This design comes from an exercise in tuning for small area and a short achievable clock period on the open sky130 flow, not from production work.
Where RTL was checked, it was by simulation tests only, not by an equivalence proof against the original.
For run 1, only the layout was checked, not whether the RTL still works.

==> flow/design.v (outline; a module is shown in full before it is edited, if it fits) <==
// module gte_mac123: 899 lines
// module mac_fa: 4 lines
// module mac_ha: 4 lines
module gte_mac123 (
   input  wire               clk,
   input  wire               reset,
   input  wire               trigger,
   input  wire signed [31:0] mul1,
   input  wire signed [31:0] mul2,
   input  wire signed [44:0] add,
   input  wire               sub,
   input  wire               swap,
   input  wire               save_shifted,
   input  wire               use_ir,
   input  wire               ir_shift,
   input  wire               ir_shift_flag,
   input  wire               sat_ir,
   input  wire               sat_ir_flag,
   input  wire               use_result,
   output wire signed [31:0] mac_result,
   output reg                mac_writeback,
   output reg  signed [15:0] ir_result,
   output reg                ir_writeback,
   output reg  signed [44:0] mac_last,
   output wire signed [31:0] mac_shifted,
   output wire               flag_mac_uf,
   output wire               flag_mac_of,
   output reg                flag_ir
);
  // ...
==> flow/run.sh <==
#!/bin/bash
# synth_recipe.tcl (not shown) runs the flow's synth.tcl, then flattens the netlist and writes it again
# the make line also repeats each setting of config.mk as NAME=value (left out here)
make -C /OpenROAD-flow-scripts/flow DESIGN_CONFIG=/design/flow/config.mk WORK_HOME=/design/flow/orfs CLKGATE_MAP_FILE= SYNTH_SCRIPT=/design/flow/synth_recipe.tcl finish
==> flow/config.mk <==
export PLATFORM = sky130hd
export DESIGN_NAME = gte_mac123
export DESIGN_NICKNAME = gte_mac123
export VERILOG_FILES = /design/flow/design.v
export SDC_FILE = /design/flow/constraint.sdc
export NUM_CORES = 4
export LEC_CHECK = 0
export ABC_CLOCK_PERIOD_IN_PS = 3000
export CAP_MARGIN = 20
export CORE_MARGIN = 2
export CORE_UTILIZATION = 40
export SLEW_MARGIN = 20
export SYNTH_HIERARCHICAL = 1
==> flow/constraint.sdc <==
create_clock -name core_clock -period 14.0 [get_ports {clk}]
set_input_delay 2.8000 -clock core_clock [delete_from_list [all_inputs] [get_ports {clk}]]
set_output_delay 2.8000 -clock core_clock [all_outputs]
set_load 0.01 [all_outputs]
==> summary.txt, run 1 <==
Logic synthesis
  – Post-synth top area share: roughly a quarter
  – Top FF cell, synth: dfxtp_1
  – Post-synthesis mux area share: 3.351%
  – Sequential-to-total area share from yosys stat: 11.93%

Critical path
  – Logic depth of the worst path, buffers included: 16
  – Capturing point of the worst reg2reg path: a_r[40]$_DFF_P_
  – Crit-path slowest cell: o41ai_4
  – CP arrival: a little over 6 ns

Finish
  – Synthesis-to-finish area growth: 10.32%

STA
  – Worst Tran Pin Value: about 1.1 ns
  – Minimum clock period: between 8 and 9 ns
  – Slew Limit Fails: 0
  – Final worst path period share: a little under two thirds
  – Endpoints failing setup: 0

Hold path
  – Hold EP: mac_last[43]$_DFF_P_

Outcome
  – Status: timing/DRC/antenna clean

Place
  – I/O Buffers: 250
  – Dpl hpwl: slightly below 90,000 µm
  – Dpl ws: ~5.7 ns

GRT
  – Met2 usage: 48.36%
  – Vias in the first global route: between 20,000 and 30,000
  – First-pass GRT wire length: about 190,000 µm
  – Antenna violations before repair: 5

Detailed routing
  – Post-route ant nets: 0
  – WL/cell: 25.47 µm
  – Top routing layer in use: met4

Clock network
  – Skew-Pair Late Insertion Delay: between 0.4 and 0.5 ns
  – CTS Hold Bufs: 0

Die
  – Core area: 77,470 µm²
  – I/O Pins: ~250
==> inputs of run 2 (changes only) <==
--- a/flow/design.v
+++ b/flow/design.v
@@ -11,23 +11,23 @@
    input  wire               use_ir,
    input  wire               ir_shift,
    input  wire               ir_shift_flag,
    input  wire               sat_ir,
    input  wire               sat_ir_flag,
    input  wire               use_result,
    output wire signed [31:0] mac_result,
    output reg                mac_writeback,
-   output reg  signed [15:0] ir_result,
+   output wire signed [15:0] ir_result,
    output reg                ir_writeback,
    output reg  signed [44:0] mac_last,
    output wire signed [31:0] mac_shifted,
    output wire               flag_mac_uf,
    output wire               flag_mac_of,
-   output reg                flag_ir
+   output wire               flag_ir
 );
    wire [33:0] ybits = {mul2, 1'b0};
    wire [32:0] x = {mul1[31], mul1};
    wire [15:0] bone, btwo, bneg;
    genvar gj;
    generate for (gj = 0; gj < 16; gj = gj + 1) begin : benc
       wire y0 = ybits[2*gj], y1 = ybits[2*gj+1], y2 = ybits[2*gj+2];
       assign bone[gj] = y0 ^ y1;
@@ -858,49 +858,293 @@
       if (reset) begin
          mac_writeback <= 1'b0;
          ir_writeback  <= 1'b0;
       end else begin
          mac_writeback <= trigger;
          ir_writeback  <= trigger & use_ir;
       end
    end
-   wire [43:0] s3 = a_r ^ ps_r ^ pc_r;
-   wire [43:0] c3 = (a_r & ps_r) | (a_r & pc_r) | (ps_r & pc_r);
-   wire [44:0] V  = {1'b0, s3} + {c3, cin_r};
-   wire [44:0] pfull = {1'b0, ps_r} + {1'b0, pc_r};
-   wire        T44 = V[44] ^ z44_r ^ pfull[44];
-   assign R = {T44, V[43:0] ^ {44{inv_r}}};
+   wire [43:0] s3, c3;
+   generate for (gj = 0; gj < 44; gj = gj + 1) begin : csa
+      mac_fa u_fa (.a(a_r[gj]), .b(ps_r[gj]), .c(pc_r[gj]), .s(s3[gj]), .co(c3[gj]));
+   end endgenerate
+   wire [43:0] vb = {c3[42:0], cin_r};
+   wire [43:0] vg, vh;
+   generate for (gj = 0; gj < 44; gj = gj + 1) begin : cpa_in
+      mac_ha u_ha (.a(s3[gj]), .b(vb[gj]), .s(vh[gj]), .co(vg[gj]));
+   end endgenerate
+   wire [43:0] vp = vh;          
+   wire va_g0_1 = vg[1] | (vp[1] & vg[0]);
+   wire va_p0_1 = vp[1] & vp[0];
+   wire va_g0_3 = vg[3] | (vp[3] & vg[2]);
+   wire va_p0_3 = vp[3] & vp[2];
+   wire va_g0_5 = vg[5] | (vp[5] & vg[4]);
+   wire va_p0_5 = vp[5] & vp[4];
+   wire va_g0_7 = vg[7] | (vp[7] & vg[6]);
+   wire va_p0_7 = vp[7] & vp[6];
+   wire va_g0_9 = vg[9] | (vp[9] & vg[8]);
+   wire va_p0_9 = vp[9] & vp[8];
+   wire va_g0_11 = vg[11] | (vp[11] & vg[10]);
+   wire va_p0_11 = vp[11] & vp[10];
+   wire va_g0_13 = vg[13] | (vp[13] & vg[12]);
+   wire va_p0_13 = vp[13] & vp[12];
+   wire va_g0_15 = vg[15] | (vp[15] & vg[14]);
+   wire va_p0_15 = vp[15] & vp[14];
+   wire va_g0_17 = vg[17] | (vp[17] & vg[16]);
+   wire va_p0_17 = vp[17] & vp[16];
+   wire va_g0_19 = vg[19] | (vp[19] & vg[18]);
+   wire va_p0_19 = vp[19] & vp[18];
+   wire va_g0_21 = vg[21] | (vp[21] & vg[20]);
+   wire va_p0_21 = vp[21] & vp[20];
+   wire va_g0_23 = vg[23] | (vp[23] & vg[22]);
+   wire va_p0_23 = vp[23] & vp[22];
+   wire va_g0_25 = vg[25] | (vp[25] & vg[24]);
+   wire va_p0_25 = vp[25] & vp[24];
+   wire va_g0_27 = vg[27] | (vp[27] & vg[26]);
+   wire va_p0_27 = vp[27] & vp[26];
+   wire va_g0_29 = vg[29] | (vp[29] & vg[28]);
+   wire va_p0_29 = vp[29] & vp[28];
+   wire va_g0_31 = vg[31] | (vp[31] & vg[30]);
+   wire va_p0_31 = vp[31] & vp[30];
+   wire va_g0_33 = vg[33] | (vp[33] & vg[32]);
+   wire va_p0_33 = vp[33] & vp[32];
+   wire va_g0_35 = vg[35] | (vp[35] & vg[34]);
+   wire va_p0_35 = vp[35] & vp[34];
+   wire va_g0_37 = vg[37] | (vp[37] & vg[36]);
+   wire va_p0_37 = vp[37] & vp[36];
+   wire va_g0_39 = vg[39] | (vp[39] & vg[38]);
+   wire va_p0_39 = vp[39] & vp[38];
+   wire va_g0_41 = vg[41] | (vp[41] & vg[40]);
+   wire va_p0_41 = vp[41] & vp[40];
+   wire va_g0_43 = vg[43] | (vp[43] & vg[42]);
+   wire va_p0_43 = vp[43] & vp[42];
+   wire va_g1_3 = va_g0_3 | (va_p0_3 & va_g0_1);
+   wire va_p1_3 = va_p0_3 & va_p0_1;
+   wire va_g1_7 = va_g0_7 | (va_p0_7 & va_g0_5);
+   wire va_p1_7 = va_p0_7 & va_p0_5;
+   wire va_g1_11 = va_g0_11 | (va_p0_11 & va_g0_9);
+   wire va_p1_11 = va_p0_11 & va_p0_9;
+   wire va_g1_15 = va_g0_15 | (va_p0_15 & va_g0_13);
+   wire va_p1_15 = va_p0_15 & va_p0_13;
+   wire va_g1_19 = va_g0_19 | (va_p0_19 & va_g0_17);
+   wire va_p1_19 = va_p0_19 & va_p0_17;
+   wire va_g1_23 = va_g0_23 | (va_p0_23 & va_g0_21);
+   wire va_p1_23 = va_p0_23 & va_p0_21;
+   wire va_g1_27 = va_g0_27 | (va_p0_27 & va_g0_25);
+   wire va_p1_27 = va_p0_27 & va_p0_25;
+   wire va_g1_31 = va_g0_31 | (va_p0_31 & va_g0_29);
+   wire va_p1_31 = va_p0_31 & va_p0_29;
+   wire va_g1_35 = va_g0_35 | (va_p0_35 & va_g0_33);
+   wire va_p1_35 = va_p0_35 & va_p0_33;
+   wire va_g1_39 = va_g0_39 | (va_p0_39 & va_g0_37);
+   wire va_p1_39 = va_p0_39 & va_p0_37;
+   wire va_g1_43 = va_g0_43 | (va_p0_43 & va_g0_41);
+   wire va_p1_43 = va_p0_43 & va_p0_41;
+   wire va_g2_7 = va_g1_7 | (va_p1_7 & va_g1_3);
+   wire va_p2_7 = va_p1_7 & va_p1_3;
+   wire va_g2_15 = va_g1_15 | (va_p1_15 & va_g1_11);
+   wire va_p2_15 = va_p1_15 & va_p1_11;
+   wire va_g2_23 = va_g1_23 | (va_p1_23 & va_g1_19);
+   wire va_p2_23 = va_p1_23 & va_p1_19;
+   wire va_g2_31 = va_g1_31 | (va_p1_31 & va_g1_27);
+   wire va_p2_31 = va_p1_31 & va_p1_27;
+   wire va_g2_39 = va_g1_39 | (va_p1_39 & va_g1_35);
+   wire va_p2_39 = va_p1_39 & va_p1_35;
+   wire va_g3_15 = va_g2_15 | (va_p2_15 & va_g2_7);
+   wire va_p3_15 = va_p2_15 & va_p2_7;
+   wire va_g3_31 = va_g2_31 | (va_p2_31 & va_g2_23);
+   wire va_p3_31 = va_p2_31 & va_p2_23;
+   wire va_g4_31 = va_g3_31 | (va_p3_31 & va_g3_15);
+   wire va_p4_31 = va_p3_31 & va_p3_15;
+   wire va_g8_23 = va_g2_23 | (va_p2_23 & va_g3_15);
+   wire va_p8_23 = va_p2_23 & va_p3_15;
+   wire va_g8_39 = va_g2_39 | (va_p2_39 & va_g4_31);
+   wire va_p8_39 = va_p2_39 & va_p4_31;
+   wire va_g9_11 = va_g1_11 | (va_p1_11 & va_g2_7);
+   wire va_p9_11 = va_p1_11 & va_p2_7;
+   wire va_g9_19 = va_g1_19 | (va_p1_19 & va_g3_15);
+   wire va_p9_19 = va_p1_19 & va_p3_15;
+   wire va_g9_27 = va_g1_27 | (va_p1_27 & va_g8_23);
+   wire va_p9_27 = va_p1_27 & va_p8_23;
+   wire va_g9_35 = va_g1_35 | (va_p1_35 & va_g4_31);
+   wire va_p9_35 = va_p1_35 & va_p4_31;
+   wire va_g9_43 = va_g1_43 | (va_p1_43 & va_g8_39);
+   wire va_p9_43 = va_p1_43 & va_p8_39;
+   wire va_g10_5 = va_g0_5 | (va_p0_5 & va_g1_3);
+   wire va_p10_5 = va_p0_5 & va_p1_3;
+   wire va_g10_9 = va_g0_9 | (va_p0_9 & va_g2_7);
+   wire va_p10_9 = va_p0_9 & va_p2_7;
+   wire va_g10_13 = va_g0_13 | (va_p0_13 & va_g9_11);
+   wire va_p10_13 = va_p0_13 & va_p9_11;
+   wire va_g10_17 = va_g0_17 | (va_p0_17 & va_g3_15);
+   wire va_p10_17 = va_p0_17 & va_p3_15;
+   wire va_g10_21 = va_g0_21 | (va_p0_21 & va_g9_19);
+   wire va_p10_21 = va_p0_21 & va_p9_19;
+   wire va_g10_25 = va_g0_25 | (va_p0_25 & va_g8_23);
+   wire va_p10_25 = va_p0_25 & va_p8_23;
+   wire va_g10_29 = va_g0_29 | (va_p0_29 & va_g9_27);
+   wire va_p10_29 = va_p0_29 & va_p9_27;
+   wire va_g10_33 = va_g0_33 | (va_p0_33 & va_g4_31);
+   wire va_p10_33 = va_p0_33 & va_p4_31;
+   wire va_g10_37 = va_g0_37 | (va_p0_37 & va_g9_35);
+   wire va_p10_37 = va_p0_37 & va_p9_35;
+   wire va_g10_41 = va_g0_41 | (va_p0_41 & va_g8_39);
+   wire va_p10_41 = va_p0_41 & va_p8_39;
+   wire va_g11_2 = vg[2] | (vp[2] & va_g0_1);
+   wire va_p11_2 = vp[2] & va_p0_1;
+   wire va_g11_4 = vg[4] | (vp[4] & va_g1_3);
+   wire va_p11_4 = vp[4] & va_p1_3;
+   wire va_g11_6 = vg[6] | (vp[6] & va_g10_5);
+   wire va_p11_6 = vp[6] & va_p10_5;
+   wire va_g11_8 = vg[8] | (vp[8] & va_g2_7);
+   wire va_p11_8 = vp[8] & va_p2_7;
+   wire va_g11_10 = vg[10] | (vp[10] & va_g10_9);
+   wire va_p11_10 = vp[10] & va_p10_9;
+   wire va_g11_12 = vg[12] | (vp[12] & va_g9_11);
+   wire va_p11_12 = vp[12] & va_p9_11;
+   wire va_g11_14 = vg[14] | (vp[14] & va_g10_13);
+   wire va_p11_14 = vp[14] & va_p10_13;
+   wire va_g11_16 = vg[16] | (vp[16] & va_g3_15);
+   wire va_p11_16 = vp[16] & va_p3_15;
+   wire va_g11_18 = vg[18] | (vp[18] & va_g10_17);
+   wire va_p11_18 = vp[18] & va_p10_17;
+   wire va_g11_20 = vg[20] | (vp[20] & va_g9_19);
+   wire va_p11_20 = vp[20] & va_p9_19;
+   wire va_g11_22 = vg[22] | (vp[22] & va_g10_21);
+   wire va_p11_22 = vp[22] & va_p10_21;
+   wire va_g11_24 = vg[24] | (vp[24] & va_g8_23);
+   wire va_p11_24 = vp[24] & va_p8_23;
+   wire va_g11_26 = vg[26] | (vp[26] & va_g10_25);
+   wire va_p11_26 = vp[26] & va_p10_25;
+   wire va_g11_28 = vg[28] | (vp[28] & va_g9_27);
+   wire va_p11_28 = vp[28] & va_p9_27;
+   wire va_g11_30 = vg[30] | (vp[30] & va_g10_29);
+   wire va_p11_30 = vp[30] & va_p10_29;
+   wire va_g11_32 = vg[32] | (vp[32] & va_g4_31);
+   wire va_p11_32 = vp[32] & va_p4_31;
+   wire va_g11_34 = vg[34] | (vp[34] & va_g10_33);
+   wire va_p11_34 = vp[34] & va_p10_33;
+   wire va_g11_36 = vg[36] | (vp[36] & va_g9_35);
+   wire va_p11_36 = vp[36] & va_p9_35;
+   wire va_g11_38 = vg[38] | (vp[38] & va_g10_37);
+   wire va_p11_38 = vp[38] & va_p10_37;
+   wire va_g11_40 = vg[40] | (vp[40] & va_g8_39);
+   wire va_p11_40 = vp[40] & va_p8_39;
+   wire va_g11_42 = vg[42] | (vp[42] & va_g10_41);
+   wire va_p11_42 = vp[42] & va_p10_41;
+   wire pcy_g0_0 = pg[1] | (pp_[1] & pg[0]);
+   wire pcy_p0_0 = pp_[1] & pp_[0];
+   wire pcy_g0_2 = pg[3] | (pp_[3] & pg[2]);
+   wire pcy_p0_2 = pp_[3] & pp_[2];
+   wire pcy_g0_4 = pg[5] | (pp_[5] & pg[4]);
+   wire pcy_p0_4 = pp_[5] & pp_[4];
+   wire pcy_g0_6 = pg[7] | (pp_[7] & pg[6]);
+   wire pcy_p0_6 = pp_[7] & pp_[6];
+   wire pcy_g0_8 = pg[9] | (pp_[9] & pg[8]);
+   wire pcy_p0_8 = pp_[9] & pp_[8];
+   wire pcy_g0_10 = pg[11] | (pp_[11] & pg[10]);
+   wire pcy_p0_10 = pp_[11] & pp_[10];
+   wire pcy_g0_12 = pg[13] | (pp_[13] & pg[12]);
+   wire pcy_p0_12 = pp_[13] & pp_[12];
+   wire pcy_g0_14 = pg[15] | (pp_[15] & pg[14]);
+   wire pcy_p0_14 = pp_[15] & pp_[14];
+   wire pcy_g0_16 = pg[17] | (pp_[17] & pg[16]);
+   wire pcy_p0_16 = pp_[17] & pp_[16];
+   wire pcy_g0_18 = pg[19] | (pp_[19] & pg[18]);
+   wire pcy_p0_18 = pp_[19] & pp_[18];
+   wire pcy_g0_20 = pg[21] | (pp_[21] & pg[20]);
+   wire pcy_p0_20 = pp_[21] & pp_[20];
+   wire pcy_g0_22 = pg[23] | (pp_[23] & pg[22]);
+   wire pcy_p0_22 = pp_[23] & pp_[22];
+   wire pcy_g0_24 = pg[25] | (pp_[25] & pg[24]);
+   wire pcy_p0_24 = pp_[25] & pp_[24];
+   wire pcy_g0_26 = pg[27] | (pp_[27] & pg[26]);
+   wire pcy_p0_26 = pp_[27] & pp_[26];
+   wire pcy_g0_28 = pg[29] | (pp_[29] & pg[28]);
+   wire pcy_p0_28 = pp_[29] & pp_[28];
+   wire pcy_g0_30 = pg[31] | (pp_[31] & pg[30]);
+   wire pcy_p0_30 = pp_[31] & pp_[30];
+   wire pcy_g0_32 = pg[33] | (pp_[33] & pg[32]);
+   wire pcy_p0_32 = pp_[33] & pp_[32];
+   wire pcy_g0_34 = pg[35] | (pp_[35] & pg[34]);
+   wire pcy_p0_34 = pp_[35] & pp_[34];
+   wire pcy_g0_36 = pg[37] | (pp_[37] & pg[36]);
+   wire pcy_p0_36 = pp_[37] & pp_[36];
+   wire pcy_g0_38 = pg[39] | (pp_[39] & pg[38]);
+   wire pcy_p0_38 = pp_[39] & pp_[38];
+   wire pcy_g0_40 = pg[41] | (pp_[41] & pg[40]);
+   wire pcy_p0_40 = pp_[41] & pp_[40];
+   wire pcy_g0_42 = pg[43] | (pp_[43] & pg[42]);
+   wire pcy_p0_42 = pp_[43] & pp_[42];
+   wire pcy_g1_0 = pcy_g0_2 | (pcy_p0_2 & pcy_g0_0);
+   wire pcy_p1_0 = pcy_p0_2 & pcy_p0_0;
+   wire pcy_g1_2 = pcy_g0_6 | (pcy_p0_6 & pcy_g0_4);
+   wire pcy_p1_2 = pcy_p0_6 & pcy_p0_4;
+   wire pcy_g1_4 = pcy_g0_10 | (pcy_p0_10 & pcy_g0_8);
+   wire pcy_p1_4 = pcy_p0_10 & pcy_p0_8;
+   wire pcy_g1_6 = pcy_g0_14 | (pcy_p0_14 & pcy_g0_12);
+   wire pcy_p1_6 = pcy_p0_14 & pcy_p0_12;
+   wire pcy_g1_8 = pcy_g0_18 | (pcy_p0_18 & pcy_g0_16);
+   wire pcy_p1_8 = pcy_p0_18 & pcy_p0_16;
+   wire pcy_g1_10 = pcy_g0_22 | (pcy_p0_22 & pcy_g0_20);
+   wire pcy_p1_10 = pcy_p0_22 & pcy_p0_20;
+   wire pcy_g1_12 = pcy_g0_26 | (pcy_p0_26 & pcy_g0_24);
+   wire pcy_p1_12 = pcy_p0_26 & pcy_p0_24;
+   wire pcy_g1_14 = pcy_g0_30 | (pcy_p0_30 & pcy_g0_28);
+   wire pcy_p1_14 = pcy_p0_30 & pcy_p0_28;
+   wire pcy_g1_16 = pcy_g0_34 | (pcy_p0_34 & pcy_g0_32);
+   wire pcy_p1_16 = pcy_p0_34 & pcy_p0_32;
+   wire pcy_g1_18 = pcy_g0_38 | (pcy_p0_38 & pcy_g0_36);
+   wire pcy_p1_18 = pcy_p0_38 & pcy_p0_36;
+   wire pcy_g1_20 = pcy_g0_42 | (pcy_p0_42 & pcy_g0_40);
+   wire pcy_p1_20 = pcy_p0_42 & pcy_p0_40;
+   wire pcy_g2_0 = pcy_g1_2 | (pcy_p1_2 & pcy_g1_0);
+   wire pcy_p2_0 = pcy_p1_2 & pcy_p1_0;
+   wire pcy_g2_2 = pcy_g1_6 | (pcy_p1_6 & pcy_g1_4);
+   wire pcy_p2_2 = pcy_p1_6 & pcy_p1_4;
+   wire pcy_g2_4 = pcy_g1_10 | (pcy_p1_10 & pcy_g1_8);
+   wire pcy_p2_4 = pcy_p1_10 & pcy_p1_8;
+   wire pcy_g2_6 = pcy_g1_14 | (pcy_p1_14 & pcy_g1_12);
+   wire pcy_p2_6 = pcy_p1_14 & pcy_p1_12;
+   wire pcy_g2_8 = pcy_g1_18 | (pcy_p1_18 & pcy_g1_16);
+   wire pcy_p2_8 = pcy_p1_18 & pcy_p1_16;
+   wire pcy_g3_0 = pcy_g2_2 | (pcy_p2_2 & pcy_g2_0);
+   wire pcy_p3_0 = pcy_p2_2 & pcy_p2_0;
+   wire pcy_g3_2 = pcy_g2_6 | (pcy_p2_6 & pcy_g2_4);
+   wire pcy_p3_2 = pcy_p2_6 & pcy_p2_4;
+   wire pcy_g3_4 = pcy_g1_20 | (pcy_p1_20 & pcy_g2_8);
+   wire pcy_p3_4 = pcy_p1_20 & pcy_p2_8;
+   wire pcy_g4_0 = pcy_g3_2 | (pcy_p3_2 & pcy_g3_0);
+   wire pcy_p4_0 = pcy_p3_2 & pcy_p3_0;
+   wire pcy_g5_0 = pcy_g3_4 | (pcy_p3_4 & pcy_g4_0);
+   wire pcy_p5_0 = pcy_p3_4 & pcy_p4_0;
+   wire [43:0] vcy = {va_g9_43, va_g11_42, va_g10_41, va_g11_40, va_g8_39, va_g11_38, va_g10_37, va_g11_36, va_g9_35, va_g11_34, va_g10_33, va_g11_32, va_g4_31, va_g11_30, va_g10_29, va_g11_28, va_g9_27, va_g11_26, va_g10_25, va_g11_24, va_g8_23, va_g11_22, va_g10_21, va_g11_20, va_g9_19, va_g11_18, va_g10_17, va_g11_16, va_g3_15, va_g11_14, va_g10_13, va_g11_12, va_g9_11, va_g11_10, va_g10_9, va_g11_8, va_g2_7, va_g11_6, va_g10_5, va_g11_4, va_g1_3, va_g11_2, va_g0_1, vg[0]};              
+   wire [43:0] vci = {vcy[42:0], 1'b0};       
+   wire [43:0] pg = ps_r & pc_r;
+   wire [43:0] pp_ = ps_r | pc_r;
+   wire        pcarry = pcy_g5_0;
+   wire        T44 = c3[43] ^ vcy[43] ^ z44_r ^ pcarry;
+   assign R = {T44, (vh ^ {44{inv_r}}) ^ vci};
    assign mac_shifted = R[43:12];
    assign mac_result  = save_shifted_r ? R[43:12] : R[31:0];
    assign flag_mac_uf = mac_writeback & R[44] & ~R[43];
    assign flag_mac_of = mac_writeback & ~R[44] & R[43];
-   reg signed [31:0] IRresult;
-   reg signed [31:0] IRflagval;
-   always @(*) begin
-      flag_ir   = 1'b0;
-      ir_result = 16'd0;
-      IRresult  = IRshift_1     ? R[43:12] : R[31:0];
-      IRflagval = IRshiftFlag_1 ? R[43:12] : R[31:0];
-      if (ir_writeback) begin
-         ir_result = IRresult[15:0];
-         if (satIR_1 && IRresult < 0)
-            ir_result = 16'h0000;
-         else if (!satIR_1 && IRresult < -32'sd32768)
-            ir_result = 16'h8000;
-         else if (IRresult > 32'sd32767)
-            ir_result = 16'h7FFF;
-         if (satIRFlag_1 && IRflagval < 0)
-            flag_ir = 1'b1;
-         else if (!satIRFlag_1 && IRflagval < -32'sd32768)
-            flag_ir = 1'b1;
-         else if (IRflagval > 32'sd32767)
-            flag_ir = 1'b1;
-      end
-   end
+   wire lo_neg = R[31], hi_neg = R[43];
+   wire lo_big = ~(&R[31:15]) & (|R[31:15]);
+   wire hi_big = ~(&R[43:27]) & (|R[43:27]);
+   wire        v_neg  = IRshift_1 ? hi_neg : lo_neg;
+   wire        v_big  = IRshift_1 ? hi_big : lo_big;
+   wire [15:0] v_low  = IRshift_1 ? R[27:12] : R[15:0];
+   assign ir_result = ~ir_writeback ? 16'h0000 :
+                      (satIR_1 & v_neg)  ? 16'h0000 :
+                      v_big ? (v_neg ? 16'h8000 : 16'h7FFF) : v_low;
+   wire        w_neg  = IRshiftFlag_1 ? hi_neg : lo_neg;
+   wire        w_big  = IRshiftFlag_1 ? hi_big : lo_big;
+   assign flag_ir = ir_writeback & ((satIRFlag_1 & w_neg) | w_big);
 endmodule
 module mac_fa (input wire a, input wire b, input wire c, output wire s, output wire co);
    assign s  = a ^ b ^ c;
    assign co = (a & b) | (a & c) | (b & c);
 endmodule
 module mac_ha (input wire a, input wire b, output wire s, output wire co);
    assign s  = a ^ b;
    assign co = a & b;
==> flow/flow/run.sh (new file) <==
#!/bin/bash
# The standard layout (the standard.sh with its unchanged synthesis) with two
# changes to how the layout is made: the port buffers are plain buffers
# (sky130_fd_sc_hd__buf_1) instead of the delay cells buffer_ports picks by
# default, and ORFS's timing repair is asked for a setup margin past what the
# clock period needs. The clock and constraints are the design's.
# make's full output goes to make_finish.log in the work folder.
set -euo pipefail
here="$(cd "$(dirname "${BASH_SOURCE[0]}")/.." && pwd)"
cd "$here"
bash ./standard.sh "BUFFER_PORTS_ARGS=-buffer_cell sky130_fd_sc_hd__buf_1" \
  SETUP_SLACK_MARGIN=7.0 finish > make_finish.log 2>&1
==> flow/standard.sh (new file) <==
#!/bin/bash
# synth_recipe.tcl (not shown) runs the flow's synth.tcl, then flattens the netlist and writes it again
# the make line also repeats each setting of config.mk as NAME=value (left out here)
make -C /OpenROAD-flow-scripts/flow DESIGN_CONFIG=/design/flow/config.mk WORK_HOME=/design/flow/orfs CLKGATE_MAP_FILE= SYNTH_SCRIPT=/design/flow/synth_recipe.tcl "${@:-finish}"
==> flow/config.mk (replaced) <==
export PLATFORM = sky130hd
export DESIGN_NAME = gte_mac123
export DESIGN_NICKNAME = gte_mac123
export VERILOG_FILES = /design/flow/design.v
export SDC_FILE = /design/flow/constraint.sdc
export NUM_CORES = 4
export LEC_CHECK = 0
export ABC_AREA = 1
export CAP_MARGIN = 20
export CORE_MARGIN = 2
export CORE_UTILIZATION = 40
export SLEW_MARGIN = 20
export SYNTH_HIERARCHICAL = 1
removed: flow/run.sh
==> run 2 against run 1 <==
Still clean. Maximum frequency up 28%. Clock skew down 0.0011 ns. Final area is 15% lower. Wire length is 28% lower. Critical path depth is 3 lower. Sequential cell count unchanged. Core utilization is 1.8 points higher. Die area down 18%. Critical path type is now in -> reg. Highest routed layer unchanged.
==> summary.txt, run 2 <==
Die
  – Starting density of the core: 40.55%
  – Die Ht: around 260 µm
  – I/O Pins: 251 (unchanged)
  – FP Rows: 92
  – Die ar.: 66,220 µm²
  – Core area: 63,310 µm² (-18%)
  – Die W: approximately 260 µm

Outcome
  – Status: timing/DRC/antenna clean

Critical path
  – CP cell instances: buf_1 -> inv_1 -> buf_4 -> nand2_1 -> buf_4 -> o22ai_1 -> xor2_1 -> fa_1 -> fa_1 -> fa_1 -> fa_1 -> fa_1 -> fa_1
  – Worst EP required: between 10 and 15 ns
  – Crit-path slowest cell: fa_1
  – Worst path bufs/invs: 4
  – Delay of the slowest critical-path stage: between 0.5 and 0.6 ns
  – Crit-path max FO: 31
  – CP arrival: 7.32 ns (+1.22 ns)
  – Worst R2R Path Depth: 21
  – Worst reg2reg path startpoint: a_r[13]$_DFF_P_
  – CP Capture Type: flop
  – WS Path Type: in -> reg
  – Critical Path Most Common Cell: fa_1
  – Capturing point of the worst reg2reg path: z44_r$_DFF_P_
  – Delay-heaviest family, CP: adder cells
  – CP startpoint kind: input port
  – Setup slack, reg-to-reg: 10.50 ns

GRT
  – Grt ovf: 0
  – Antenna violations before repair: 0 (-5)
  – Vias in the first global route: 21,870 (-26%)
  – First-pass GRT wire length: 137,400 µm (-29%)
  – All-Layer GR Usage: roughly 27%
  – Pin count of the biggest net entering global routing: 76

Hold path
  – Hold_sp: mac_last[11]$_DFF_P_
  – Hold depth: 2
  – Hold WC Path Type: reg -> reg
  – Hold EP: mac_last[11]$_DFF_P_

Detailed routing
  – Met3 WL: between 9000 and 10,000 µm
  – Top routing layer in use: met4
  – Vias: between 20,000 and 25,000
  – WL met2: between 40,000 and 50,000 µm
  – Via density: 5.804
  – M1 WL: roughly 37,000 µm
  – Post-route ant nets: 0 (unchanged)
  – DR iter-0 viols: about 2,500
  – TritonRoute pass-1 iters: 6
  – WL final: 92,610 µm
  – DRC: 0
  – WL/cell: 23.87 µm (-6.3%)

Logic synthesis
  – EDFF count, synth: 1
  – Mapped Area: 25,670 µm²
  – Post-synth top area share: 31.04% (+5.6 points)
  – Synth Area per Inst: roughly 8.9 µm²
  – Async SR Flop Fraction: 0%
  – Top FF cell, synth: dfxtp_1
  – Synth area leaders: fa_1 31%, xor2_1 17%, dfxtp_1 14%, o22ai_1 9.9%, nand2_1 5.0%
  – Synth Instances: about 2,900
  – Synthesis Warnings: 7
  – Sequential-to-total area share from yosys stat: 14.54% (+2.6 points)
  – Distinct cells, synth: about 60
  – Most common cell in the netlist: xor2_1
  – Post-synth top area cell: fa_1
  – Yosys reg bits: about 190
  – Most frequent cells after synthesis: 495 x xor2_1, 405 x o22ai_1, 398 x fa_1

Place
  – Routability Congestion: 0.9101
  – Placed cells: 3,801
  – Dpl hpwl: 64,960 µm (-27%)
  – I/O Buffers: 250 (unchanged)

Clock network
  – Max Buffers Root-to-Sink: 2
  – Clk sinks: 186
  – Clock-pin slew on the worst setup and hold paths: around 0.080 ns
  – CTS tree: built
  – H-tree depth: 4
  – Skew-Pair Late Insertion Delay: 0.50 ns (+0.03 ns)
  – TritonCTS Buffers: 17
  – Clk root buf: clkbuf_16
  – CTS Hold Bufs: 0 (unchanged)

STA
  – Worst Tran Pin Value: 1.141 ns (+0.06987 ns)
  – Slew Limit Fails: 0 (unchanged)
  – Minimum clock period: 6.960 ns (-1.943 ns)
  – Clk_skew: roughly 0.014 ns
  – Fmax: approximately 140 MHz
  – Final worst path period share: 49.71% (-14 points)
  – RSZ-0062 raised after global routing: true
  – Endpoints failing setup: 0 (unchanged)
  – Slew Limit Headroom: a little under a quarter
  – TNS Setup: 0 ns
  – Final Hold Viols: 0
  – Final Hold Slack: between 0.4 and 0.5 ns

Finish
  – Layout cells sized above 1: between 10 and 15%
  – Total Nets Final: between 3,000 and 4,000
  – Most frequent cells in the layout: 493 x xor2_1, 405 x o22ai_1, 397 x fa_1
  – Max reg flops: 45
  – Ant diodes: 0
  – Synthesis-to-finish area growth: 14.43%
  – Commonest non-fill, non-tap cell in the layout: xor2_1
  – Biggest register: mac_last
  – Non-filler cells, final: between 3,000 and 4,000
  – Core Util, Final: approximately 46%
  – Biggest regs: mac_last x45, a_r x44, ps_r x44

Job
  – Max-Cap Viols: 0
==> run 2: cell count changes in the layout (fill, tap and decap cells not counted), sizes merged, moves of 43 or more <==
| cell | previous run | this run |
|---|---|---|
| nand3 | 12 | 55 |
| buf | 142 | 349 |
| nand2 | 793 | 375 |
| xor2 | 41 | 500 |
| ha | 123 | 80 |
| nor2 | 524 | 146 |
| clkdlybuf4s50 | 219 | 0 |
| inv | 55 | 178 |
| mux2i | 89 | 32 |
| o22ai | 31 | 405 |
| a221oi | 377 | 1 |
| xnor2 | 123 | 31 |
| a21oi | 514 | 53 |
| o21ai | 57 | 106 |
==> run 2: worst min-delay path, cell delays in order (launching register included) <==
cell     delay (ns)
dfxtp_1        0.32
nand2_1        0.08
nand2_1        0.05
==> run 2: cells by family after synthesis <==
group | synth area share, %
compound gates | 14.19
xor+xnor | 18.31
fa+ha+maj | 34.94
buf+inv | 6.249
flops | 14.54
mux | 1.248
other cells | 0.02926
simple gates | 10.49
==> run 2: how the worst max path moves through the flow <==
stage                     slack [ns]          endpoint            start  cells past startpoint
after floorplan                 7.04  pc_r[34]$_DFF_P_         mul2[19]                     12
after global placement          6.34  pc_r[32]$_DFF_P_          mul2[9]                     13
after detailed placement        6.26  pc_r[31]$_DFF_P_          mul2[7]                     15
after CTS                       7.00      ir_result[0]  pc_r[3]$_DFF_P_                     22
after global routing            6.86      ir_result[0]  ps_r[1]$_DFF_P_                     29
final                           7.04  pc_r[31]$_DFF_P_          mul2[0]                     13
==> run 2: layout make-up <==
class	instances	area [µm²]
clock buffers	17	425.4
flip-flops and latches	186	3785
multi-input cells	2272	21320
fillers	6134	33940
clock inverters	15	167.7
well taps	846	1059
inverters	181	691.9
repair buffers	362	1924
==> run 2: metrics by stage <==
step | instance area, µm² | setup slack [ns]
floorplan | 25690 | 7.043
global placement | 27370 | 6.344
detailed placement | 27370 | 6.258
CTS | 28120 | 6.996
global route | 29370 | 6.857
finish | 29370 | 7.040
==> run 2: per-module statistics from Yosys, one instance, submodules excluded <==
module | cells inside | area (µm²)
mac_ha | 1 | 12.51
mac_fa | 1 | 20.02
gte_mac123 | 2391 | 16700
==> run 2: timing repair <==
action	CTS	global route
gates resized for setup	34	241
setup endpoints to repair	39	46
pin swaps	7	56
gates cloned	0	2
hold endpoints to repair	0	0
setup buffers	3	41
==> run 2: layer usage <==
layer / track usage [%] / vias up
met5: 0 / -
met4: 10.63 / 0
met3: 7.033 / 251
met2: 42.83 / 1478
met1: 35.76 / 10950
li1: - / 9834
==> inputs of run 3 (changes only) <==
--- a/flow/flow/run.sh
+++ b/flow/flow/run.sh
@@ -10,3 +10,3 @@
 cd "$here"
 bash ./standard.sh "BUFFER_PORTS_ARGS=-buffer_cell sky130_fd_sc_hd__buf_1" \
-  SETUP_SLACK_MARGIN=7.0 finish > make_finish.log 2>&1
+  SETUP_SLACK_MARGIN=6.8 finish > make_finish.log 2>&1
==> run 3 against run 2 <==
Global-route usage increased by 0.27 points. Sequential share of layout area increased by 0.32 points. Register-to-register slack got worse by 0.02 ns. Critical path type unchanged. Critical endpoint is now pc_r[34]$_DFF_P_. Largest cell class unchanged.
==> summary.txt, run 3 <==
Outcome
  – Status: timing/DRC/antenna clean

Detailed routing
  – TritonRoute pass-1 iters: 6 (unchanged)
  – Vias: 22,340 (-0.77%)
  – WL final: 91,880 µm (-0.79%)
  – WL/cell: 23.89 µm (about the same)
  – DR iter-0 viols: 2,512 (+1.3%)
  – DRC: 0 (unchanged)
  – Via density: 5.809 (about the same)
  – Post-route ant nets: 0 (unchanged)

Finish
  – Synthesis-to-finish area growth: 10.76%
  – Multi-input gate area: 20,720 µm² (-2.8%)
  – Most frequent cells in the layout: 494 x xor2_1, 405 x o22ai_1, 398 x fa_1
  – Layout cells sized above 1: 9.233% (-4.7 points)
  – Seq. cell area: 3755 µm² (-0.79%)
  – Max reg flops: 45 (unchanged)
  – Biggest regs: mac_last x45, a_r x44, ps_r x44
  – # fillers: 6,254 (+2.0%)
  – Design Area, Final: 28,430 µm² (-3.2%)
  – Ant diodes: 0 (unchanged)
  – Commonest non-fill, non-tap cell in the layout: xor2_1
  – Biggest register: mac_last
  – Total Nets Final: 3,586 (-0.91%)

Critical path
  – CP startpoint kind: input port
  – Crit-path slowest cell: fa_1
  – Worst reg2reg path startpoint: a_r[11]$_DFF_P_
  – Capturing point of the worst reg2reg path: z44_r$_DFF_P_
  – CP cell instances: clkbuf_2 -> buf_12 -> nor2_1 -> nor2_1 -> clkinvlp_4 -> buf_4 -> o22ai_1 -> xor2_1 -> fa_1 -> fa_1 -> fa_1 -> fa_1 -> fa_1 -> fa_1
  – Critical path destination: pc_r[34]$_DFF_P_
  – CP arrival: 7.42 ns (+0.10 ns)
  – Logic depth of the worst path, buffers included: 14 (+1)
  – Setup slack, reg-to-reg: 10.48 ns (-0.02 ns)
  – Worst R2R Path Depth: 21 (unchanged)
  – Crit-path max FO: 37 (+19%)
  – Delay of the slowest critical-path stage: 0.52 ns (-0.02 ns)
  – Critical Path Most Common Cell: fa_1
  – Delay-heaviest family, CP: adder cells
  – WS Path Type: in -> reg
  – CP startpoint: mul2[7]
  – Worst EP required: 14.35 ns (about the same)
  – Worst path bufs/invs: 4 (unchanged)
  – CP Capture Type: flop

Logic synthesis
  – Distinct cells, synth: 59 (unchanged)
  – Most frequent cells after synthesis: 495 x xor2_1, 405 x o22ai_1, 398 x fa_1
  – EDFF count, synth: 1 (unchanged)
  – Synthesis Warnings: 7 (unchanged)
  – Sequential-to-total area share from yosys stat: 14.54% (unchanged)
  – Mapped Area: 25,670 µm² (unchanged)
  – Most common cell in the netlist: xor2_1
  – Synth Area per Inst: 8.947 µm² (unchanged)
  – Async SR Flop Fraction: 0% (unchanged)
  – Top FF cell, synth: dfxtp_1
  – Yosys reg bits: 186 (unchanged)
  – Post-synth top area cell: fa_1
  – Post-synth top area share: 31.04% (unchanged)
  – Synth area leaders: fa_1 31%, xor2_1 17%, dfxtp_1 14%, o22ai_1 9.9%, nand2_1 5.0%
  – Synth Instances: 2,869 (unchanged)

STA
  – Clk_skew: 0.01389 ns (-0.0003991 ns)
  – Minimum clock period: 7.069 ns (+0.1090 ns)
  – Fmax: 141.5 MHz (-1.5%)
  – Worst Tran Pin Value: 1.135 ns (-0.005628 ns)
  – Endpoints failing setup: 0 (unchanged)
  – Final Hold Slack: 0.4822 ns (+0.001332 ns)
  – Final Hold Viols: 0 (unchanged)
  – Slew Limit Fails: 0 (unchanged)
  – Final worst path period share: 50.49% (+0.78 points)
  – RSZ-0062 raised after global routing: false
  – Slew Limit Headroom: 24.23% (+0.38 points)
  – TNS Setup: 0 ns (unchanged)

Clock network
  – Clk sinks: 186 (unchanged)
  – Skew-Pair Late Insertion Delay: 0.49 ns (about the same)
  – CTS Hold Bufs: 0 (unchanged)
  – Clk root buf: clkbuf_16
  – CTS tree: built
  – Clock-pin slew on the worst setup and hold paths: 0.08 ns (about the same)
  – TritonCTS Buffers: 17 (unchanged)
  – Max Buffers Root-to-Sink: 2 (unchanged)
  – H-tree depth: 4 (unchanged)

Die
  – FP Rows: 92 (unchanged)
  – Die ar.: 66,220 µm² (unchanged)
  – Die Ht: 257.3 µm (unchanged)
  – I/O Pins: 251 (unchanged)
  – Die W: 257.3 µm (unchanged)
  – Core area: 63,310 µm² (unchanged)
  – Starting density of the core: 40.55% (unchanged)

GRT
  – First-pass GRT wire length: 138,300 µm (+0.70%)
  – Pin count of the biggest net entering global routing: 75 (-1.3%)
  – All-Layer GR Usage: 27.47% (+0.27 points)
  – Grt ovf: 0 (unchanged)
  – Antenna violations before repair: 5 (+5)
  – Vias in the first global route: 21,880 (+0.055%)

Place
  – Routability Congestion: 0.9105 (about the same)
  – Post-DP Area: 27,370 µm² (unchanged)
  – I/O Buffers: 250 (unchanged)
  – Dpl hpwl: 65,310 µm (+0.54%)

Hold path
  – Hold WC Path Type: reg -> reg
  – Hold depth: 2 (unchanged)
  – Hold_sp: mac_last[3]$_DFF_P_

Job
  – Max-Cap Viols: 0 (unchanged)
## run 3: cell types whose count changed in the layout (fill, tap and decap cells not counted), sizes merged
| cell | before | now |
|---|---|---|
| nand2 | 375 | 374 |
| clkinvlp | 1 | 3 |
| buf | 349 | 313 |
| inv | 178 | 174 |
| bufinv | 0 | 1 |
| clkbuf | 30 | 35 |
## run 3: final cells by class
| class | count | share of cell area, % |
|---|---|---|
| multi-input combinational | 2271 | 72.88 |
| clock inverter | 14 | 0.6337 |
| sequential | 186 | 13.21 |
| tap | 846 | 3.723 |
| clock buffer | 18 | 1.545 |
| inverter | 181 | 2.425 |
| timing repair buffer | 330 | 5.585 |
## run 3: through the flow
| step | setup slack [ns] | cells | utilization (%) |
|---|---|---|---|
| 6_report | 6.931 | 3846 | 44.91 |
| 5_1_grt | 6.793 | 3846 | 44.91 |
| 3_3_place_gp | 6.301 | 3801 | 43.23 |
| 4_1_cts | 6.792 | 3833 | 44.23 |
| 3_5_place_dp | 6.222 | 3801 | 43.23 |
| 2_1_floorplan | 6.975 | 2875 | - |
## run 3: how the worst min path moves through the flow
stage	end	slack [ns]
floorplan	mac_last[0]$_DFF_P_	0.50
detailed placement	mac_last[3]$_DFF_P_	0.46
global route	mac_last[9]$_DFF_P_	0.51
global placement	mac_last[43]$_DFF_P_	0.46
CTS	mac_last[3]$_DFF_P_	0.48
finish	mac_last[3]$_DFF_P_	0.48
## run 3: worst min-delay path, stage by stage, from the launching register on
cell	delay (ns)
dfxtp_1	0.31
nand2_1	0.08
nand2_1	0.05
## run 3: modules after synthesis (local to each module, per instance)
module	area [µm²]	flip-flops and latches	copies in the design
mac_ha	12.51	0	80
gte_mac123	16700	186	1
mac_fa	20.02	0	398
## run 3: per-layer routing
metal,up-vias,GRT usage (%),part of all wire [%]
li1,9762,-,-
met1,10930,36.17,40
met2,1386,42.95,45
met3,257,7.053,11
met4,6,11.35,4.0
met5,-,0,0.044
## run 3: timing repair
| action | CTS | global route |
|---|---|---|
| pin swaps | 0 | 14 |
| cloned | 0 | 1 |
| endpoints found under the setup margin | 21 | 49 |
| buffers inserted | 0 | 12 |
| resized for setup | 5 | 70 |
## run 3: kinds of logic (layout without fill, tap and decap cells)
kind of cell / count (synthesis) / in the layout / synth area share, %
multiplexers: 32 / 32 / 1.248
other: 2 / 8 / 0.02926
buffers and inverters: 419 / 543 / 6.249
XOR/XNOR: 531 / 531 / 18.31
AO/OA/AOI/OAI: 600 / 600 / 14.19
AND/OR/NAND/NOR: 621 / 622 / 10.49
adder cells (fa/ha/maj): 478 / 478 / 34.94
flip-flops: 186 / 186 / 14.54

## static timing again, ports no longer ideal
The flow's constraints put no driver on any port. The routed layouts listed below were extracted and timed again, unchanged, in two steps.
Step 1: set_driving_cell puts a clkbuf_16 on clk and a buf_2 on each other input, an assumption about the parent block.
Step 2, shift: input delay + t, output delay - t, t = (earliest + latest rising clock arrival at the registers) / 2. This alone moves slack from input paths to output paths.
Slacks: no drivers / after step 1 / after step 2; pairs: no drivers / after step 1.
| run | t, ns | setup WS [ns] | worst setup path at the end | worst slew at a driven data input, ns | pins driven straight from the clock port |
|---|---|---|---|---|---|
| run 1 | 0.521 | 5.097 / 5.040 / 5.561 | register to output | 0.21 | 1 |
| run 2 | 0.538 | 7.040 / 7.003 / 6.524 | input to register | 0.08 | 1 |
| run 3 | 0.541 | 6.931 / 6.954 / 6.423 | input to register | 0.07 | 1 |
After both steps setup and hold are still met in every run listed. The setup slack of run 2, which loses most, moves by -0.037 ns with the drivers and by -0.516 ns with both steps.
